Context: an optimization exercise on an open-source flow, tuned for small area and a short achievable clock period. The choices shown serve that exercise and are no tape-out recipe. The RTL of this run was laid out without a check of its function. Power figures rest on the tool's default switching activity, not on a simulated workload.

File: flow/design.v
module decode_alu (
	input [31:0] inst,
	input [31:0] rs1,
	output [31:0] a,
	output [11:0] imm,
	output [9:0] ctl
);
	wire [6:0] opc = inst[6:0];
	wire [2:0] f3 = inst[14:12];
	wire is_op    = opc == 7'b0110011;
	wire is_opimm = opc == 7'b0010011;
	wire is_lui   = opc == 7'b0110111;
	wire is_load  = opc == 7'b0000011;
	wire is_store = opc == 7'b0100011;
	wire is_br    = opc == 7'b1100011;
	assign a = is_lui ? {inst[31:12], 12'b0} : rs1;
	assign imm = is_store ? {inst[31:25], inst[11:7]} : is_lui ? 12'b0 : inst[31:20];
	wire [1:0] k = (is_op | is_opimm) ? 2'd1 :
	               (is_load | is_store | is_lui) ? 2'd2 :
	               is_br ? 2'd3 : 2'd0;
	wire use_imm = is_opimm | is_load | is_store | is_lui;
	wire sub = ((is_op | is_opimm) & (f3 == 3'd2 || f3 == 3'd3)) |
	           (is_op & f3 == 3'd0 & inst[30]) | is_br;
	wire uns = is_br ? f3[1] : f3[0];
	assign ctl = {is_store, k, f3, inst[30], uns, sub, use_imm};
endmodule
module alu (
	input [31:0] a,
	input [31:0] r2,
	input [11:0] imm,
	input [9:0] ctl,
	output [31:0] alu_out,
	output taken
);
	wire use_imm = ctl[0];
	wire sub = ctl[1];
	wire uns = ctl[2];
	wire i30 = ctl[3];
	wire [2:0] f3 = ctl[6:4];
	wire [1:0] k = ctl[8:7];
	wire [31:0] b = use_imm ? {{20{imm[11]}}, imm} : r2;
	wire [31:0] bx = b ^ {32{sub}};
	wire [32:0] s = {1'b0, a} + {1'b0, bx} + {32'b0, sub};
	wire ltu = ~s[32];
	wire lt = uns ? ltu : (ltu ^ a[31] ^ b[31]);
	wire eq = a == b;
	wire left = ~f3[2];
	wire [31:0] ar;
	genvar i;
	generate for (i = 0; i < 32; i = i + 1) begin : g_rev
		assign ar[i] = a[31 - i];
	end endgenerate
	wire [31:0] sx = left ? ar : a;
	wire fill = i30 & a[31] & ~left;
	wire [31:0] sr = $signed({fill, sx}) >>> b[4:0];
	wire [31:0] sl;
	generate for (i = 0; i < 32; i = i + 1) begin : g_rev2
		assign sl[i] = sr[31 - i];
	end endgenerate
	reg [31:0] r;
	always @(*) begin
		r = 32'b0;
		case (k)
			2'd1: case (f3)
				3'd0: r = s[31:0];
				3'd1: r = sl;
				3'd2, 3'd3: r = {31'b0, lt};
				3'd4: r = a ^ b;
				3'd5: r = sr;
				3'd6: r = a | b;
				3'd7: r = a & b;
			endcase
			2'd2: r = s[31:0];
			2'd3: case (f3)
				3'd0, 3'd1: r = a ^ b;
				3'd4, 3'd5, 3'd6, 3'd7: r = {31'b0, lt};
				default: r = 32'b0;
			endcase
			default: r = 32'b0;
		endcase
	end
	assign alu_out = r;
	assign taken = (k == 2'd3) & (f3[2] ? (lt ^ f3[0]) : (~f3[1] & (eq ^ f3[0])));
endmodule
module branch_gen (
	input [31:0] inst,
	input [31:0] pc,
	output [31:0] branch_target
);
	wire [12:0] bimm = {inst[31], inst[7], inst[30:25], inst[11:8], 1'b0};
	assign branch_target = pc + {{19{bimm[12]}}, bimm};
endmodule
module store_mask (
	input [2:0] f3,
	input is_store,
	input [31:0] data,
	output [31:0] d,
	output [1:0] kind       
);
	assign d = f3 == 3'd0 ? {24'b0, data[7:0]} :
	           f3 == 3'd1 ? {16'b0, data[15:0]} :
	           f3 == 3'd2 ? data : 32'b0;
	assign kind = (is_store & f3[2:1] == 2'b00) ? (f3[0] ? 2'd2 : 2'd1) :
	              (is_store & f3 == 3'd2) ? 2'd3 : 2'd0;
endmodule
module store_format (
	input [31:0] d,
	input [1:0] kind,
	input [1:0] lane,
	output [31:0] write_data,
	output [3:0] write_mask
);
	assign write_data = d << {lane, 3'b000};
	wire [3:0] m = kind == 2'd1 ? 4'b0001 : kind == 2'd2 ? 4'b0011 : kind == 2'd3 ? 4'b1111 : 4'b0000;
	assign write_mask = kind == 2'd3 ? 4'b1111 : m << lane;
endmodule
module chronos_ex (
	input clk,
	input rst,               
	input in_valid,
	input [31:0] inst,
	input [31:0] pc,
	input [31:0] rs1_data,
	input [31:0] rs2_data,
	output reg out_valid,
	output reg [31:0] result,
	output reg br_taken,
	output reg [31:0] br_target,
	output [31:0] mem_wdata,
	output [3:0] mem_wmask
);
	wire [31:0] a_id, b_id;
	wire [11:0] imm_id;
	wire [9:0] ctl_id;
	decode_alu dec (
		.inst(inst), .rs1(rs1_data), .a(a_id), .imm(imm_id), .ctl(ctl_id));
	wire [31:0] tgt_id;
	branch_gen bgen (.inst(inst), .pc(pc), .branch_target(tgt_id));
	reg v1;
	reg [31:0] a1, r2_1, tgt1;
	reg [11:0] imm1;
	reg [9:0] ctl1;
	always @(posedge clk) begin
		v1 <= rst & in_valid;
		a1 <= a_id;
		r2_1 <= rs2_data;
		imm1 <= imm_id;
		tgt1 <= tgt_id;
		ctl1 <= ctl_id;
	end
	wire [31:0] alu_out;
	wire taken;
	alu _alu (.a(a1), .r2(r2_1), .imm(imm1), .ctl(ctl1), .alu_out(alu_out), .taken(taken));
	wire [31:0] d2;
	wire [1:0] sk2;
	store_mask sm (.f3(ctl1[6:4]), .is_store(ctl1[9]), .data(r2_1), .d(d2), .kind(sk2));
	reg [31:0] d_q;
	reg [1:0] sk_q;
	always @(posedge clk) begin
		out_valid <= rst & v1;
		result <= alu_out;
		br_taken <= taken;
		br_target <= tgt1;
		d_q <= d2;
		sk_q <= sk2;
	end
	store_format sf (.d(d_q), .kind(sk_q), .lane(result[1:0]),
		.write_data(mem_wdata), .write_mask(mem_wmask));
endmodule
File: flow/constraint.sdc
create_clock -name core_clock -period 5.5 [get_ports {clk}]
set_input_delay 1.1000 -clock core_clock [delete_from_list [all_inputs] [get_ports {clk}]]
set_output_delay 1.1000 -clock core_clock [all_outputs]
set_load 0.01 [all_outputs]
File: flow/config.mk
export PLATFORM = sky130hd
export DESIGN_NAME = chronos_ex
export DESIGN_NICKNAME = chronos_ex
export VERILOG_FILES = /design/flow/design.v
export SDC_FILE = /design/flow/constraint.sdc
export NUM_CORES = 4
export LEC_CHECK = 0
export CAP_MARGIN = 20
export CORE_MARGIN = 2
export CORE_UTILIZATION = 40
export SLEW_MARGIN = 20
File: flow/run.sh
#!/bin/bash
# synth_recipe.tcl (not shown) runs the flow's synth.tcl, then flattens the netlist and writes it again
# the make line also repeats each setting of config.mk as NAME=value (left out here)
make -C /OpenROAD-flow-scripts/flow DESIGN_CONFIG=/design/flow/config.mk WORK_HOME=/design/flow/orfs CLKGATE_MAP_FILE= SYNTH_SCRIPT=/design/flow/synth_recipe.tcl finish
==> results.txt <==
==> metal layers <==
metal | share of wire [%] | wire (µm) | global-route usage, %
met1 | 44 | 24640 | 39.86
met2 | 44 | 25050 | 45.90
met3 | 8.1 | 4559 | 5.827
met4 | 4.0 | 2266 | 11.62
met5 | 0 | 0 | 0
==> worst max-delay path by stage <==
stage / start / to / slack (ps) / cells past startpoint
4_1_cts: ctl1[0] / br_taken / 1230 / 14
3_5_place_dp: inst[9] / tgt1[30] / 1220 / 11
5_1_grt: ctl1[0] / result[30] / 910 / 14
2_1_floorplan: ctl1[0] / br_taken / 1410 / 16
3_3_place_gp: ctl1[0] / br_taken / 1320 / 14
6_report: ctl1[0] / result[30] / 1200 / 15
==> stage by stage <==
step	hold slack (ps)	worst slack [ps]	utilization [%]	instance area, µm²
after floorplan	309.6	1410	-	14400
after global placement	310.0	1324	48.44	17190
after detailed placement	312.1	1217	48.44	17190
after CTS	321.9	1225	50.96	18080
after global routing	318.5	913.1	50.97	18080
final	318.4	1202	50.98	18090
==> cell type report <==
cell class | instances | area share (%)
antenna | 2 | 0.02767
clock buffer | 34 | 4.102
clock inverter | 14 | 0.8509
inverter | 94 | 1.951
multi-input combinational | 1280 | 51.57
sequential | 219 | 24.27
tap | 461 | 3.189
timing repair buffer | 261 | 14.04
==> kinds of logic after synthesis <==
| family | after synthesis |
|---|---|
| buffers and inverters | 183 |
| multiplexers | 132 |
| flip-flops | 219 |
| adder cells (fa/ha/maj) | 128 |
| AO/OA/AOI/OAI | 457 |
| AND/OR/NAND/NOR | 477 |
| XOR/XNOR | 86 |
==> registers in the layout, summed over array words and instances (netlist names) <==
name and count:
br_target 32, d_q 32, out_valid 1, ctl1 10, tgt1 32, r2_1 32
result 32, v1 1, br_taken 1, imm1 12, sk_q 2, a1 32
==> cell usage after synthesis (all sizes together) (3+ instances only) <==
cell type and instances:
a21o 25, or2 4, mux2 5, nor2 109, ha 125, nor2b 25
nand2b 8, xnor2 65, nand2 183, a311oi 3, mux2i 95, o221ai 11
nand3 24, o2111ai 4, a221oi 9, a211oi 30, o22a 3, o31a 3
a22o 8, inv 94, a221o 5, a31o 3, and3 14, dfxtp 219
a222oi 4, xor2 21, nor3 17, o21ai 106, o21bai 8, a21boi 6
a211o 6, or3 7, o211ai 8, nor4 13, buf 25, o22ai 16
a22oi 23, clkbuf 64, and2 62, mux4 32, o31ai 12, o21a 12
nand4 5, a31oi 13, a21oi 123
==> power groups by stage <==
stage                     clock [µW]  sequential (µW)  combinational [µW]
final                           1780             1850                1380
after global routing            1880             1860                1480
after CTS                       1820             1840                1360
after detailed placement           0             1870                1350
after global placement             0             1880                1360
after floorplan                    0             1850                 781
==> results.txt <==
reg2reg path depth 15; Worst Path Arrival 4750 ps; clk buf depth 3; vias post-DR 13610; number of synthesized flops with an enable pin 0; RR Startpoint ctl1[0]; Final Setup Violations 0; Syn Inst Count 1682; area of the core 35480 µm²; adder-cell share of the synthesized area 11.21%; Ports 233; clock power share 35.6%; Gate power share 27.5%; Worst setup SP type flop; postcts setup bufs 0; Yosys top cell by area dfxtp_1; Min-Delay Path Class flop to flop; Clock Latency Late Sink 570 ps; DP Wirelength 44.95 mm; critical path, cell by cell buf_4 > mux2i_4 > buf_4 > nand2_1 > o21ai_0 > fa_1 > a211oi_1 > o211ai_1 > a41oi_1 > o31a_1 > o2bb2ai_1 > a41oi_1 > mux2i_1 > nor3_1 > nor4_1; root buffer cell clkbuf_16; Crit-path slowest cell o2bb2ai_1; vias in the first global route 13280; Post-synth top flop dfxtp_1; Synth Warn # 2; number of max-cap violations 0; DR DRC count 0; most frequent cells in the layout clkdlybuf4s50_1, dfxtp_1, nand2_1, ha_1, a21oi_1; largest net degree at the start of global routing 46; P&R area growth vs syn 25.63%; Starting Density 40.58%; Max H-tree Level 1; Hold Buf Count CTS 0; Synth Area in Simple Gates 15.36%; flops & latches, synth 219; Worst Hold Endpoint br_target[12]; Cell Area, Synth 14400 µm²; HP Start tgt1[12]; clk sinks 219; antenna violations before repair 2; Reg2Reg Setup Slack 1200 ps; CP peak stage delay 490 ps; Clk pin slew, worst setup/hold paths 60 ps; top cells by area, synth dfxtp_1, ha_1, mux2i_1; Synth Area per Inst 8.560 µm²; Post-synth ARST share 0%; commonest non-fill, non-tap cell in the layout clkdlybuf4s50_1; combinational family with the most area after synthesis compound AO/OA/AOI/OAI gates; layout cell share with drive strength beyond 1 7.413%; TritonCTS Buffers 27; Setup CP Type flop to flop; Internal Power 3404 µW; Switching Share 31.93%; Die Wd 193.7 µm; NetSw 1597 µW; first-pass GRT wire length 83.97 mm; Crit Path Max Fanout 23; pwr dens 276.5 nW/µm²; minimum clock period 4298 ps; FF-to-FF End result[30]; GRT overflow 0; Register Area 4389 µm²; status finished clean; Final Power 5000 µW; sequential share of the synthesized area 30.45%; setup TNS 0 ps; area of the multi-input gates 9328 µm²; Seq pwr share 36.9%; Antenna Nets Post-Route 0; Layout Skew 32.11 ps; TritonCTS clock tree done; slew at the pin closest to its max-slew limit 1113 ps; via/cell ratio 5.754; mux contribution to synthesized area 12.14%; relative slew slack 25.72%; PortBufs 232; row count 69; DIE HEIGHT 193.7 µm; post-CTS sizing 0; Worst setup EP type flop; Synth Area in XOR/XNOR 5.232%; critical path's top delay family compound AO/OA/AOI/OAI gates; DRT iter0 DRCs 1346; CP Data Required Time 5950 ps; placed insts 2315; Synth Area in Compound Gates 20.55%; Worst IR Drop VDD 0.2540 mV; f_max 232.7 MHz; Wirelength per Cell 23.90 µm; leakage power 0.007579 µW; Slew Viols, Final 0; hold depth 0; post-synth top area share 30.45%; Synth Net Count 1940; TritonRoute pass-1 iters 5; RSZ-0062 raised after global routing no; fin crit share 78.14%; Fin. Hold Viols 0; die area 37530 µm²; RePlAce Congestion 0.9767; NumNets Final 2141; final non-filler cell total 2365; WL final 56.52 mm; GRT Util Overall 29.39%; Fill cells 3388; unique cell type count in the Yosys netlist 72; CP bufs+invs 2

==> afterwards: timing with drivers on the ports <==
The flow's constraints put no driver on any port. The routed layout listed below was extracted and timed again, unchanged, in two steps.
Step 1 (the two cells are an assumption about what drives the block):
set clk [get_ports {clk}]
set_driving_cell -lib_cell sky130_fd_sc_hd__clkbuf_16 $clk
set_driving_cell -lib_cell sky130_fd_sc_hd__buf_2 [delete_from_list [all_inputs] $clk]
Step 2, shift: input delay + t, output delay - t, t = (earliest + latest rising clock arrival at the registers) / 2. This alone moves slack from input paths to output paths.
Three values: no drivers, after step 1, after step 2; two values: the first two.
shift t [ns]: 0.616
slack for setup (ns): 1.202 / 1.202 / 1.166
worst register clock-pin slew, ns: 0.06 / 0.06
After both steps setup and hold are still met in this run. The setup slack of this run moves by 0.000 ns with the drivers and by -0.036 ns with both steps.
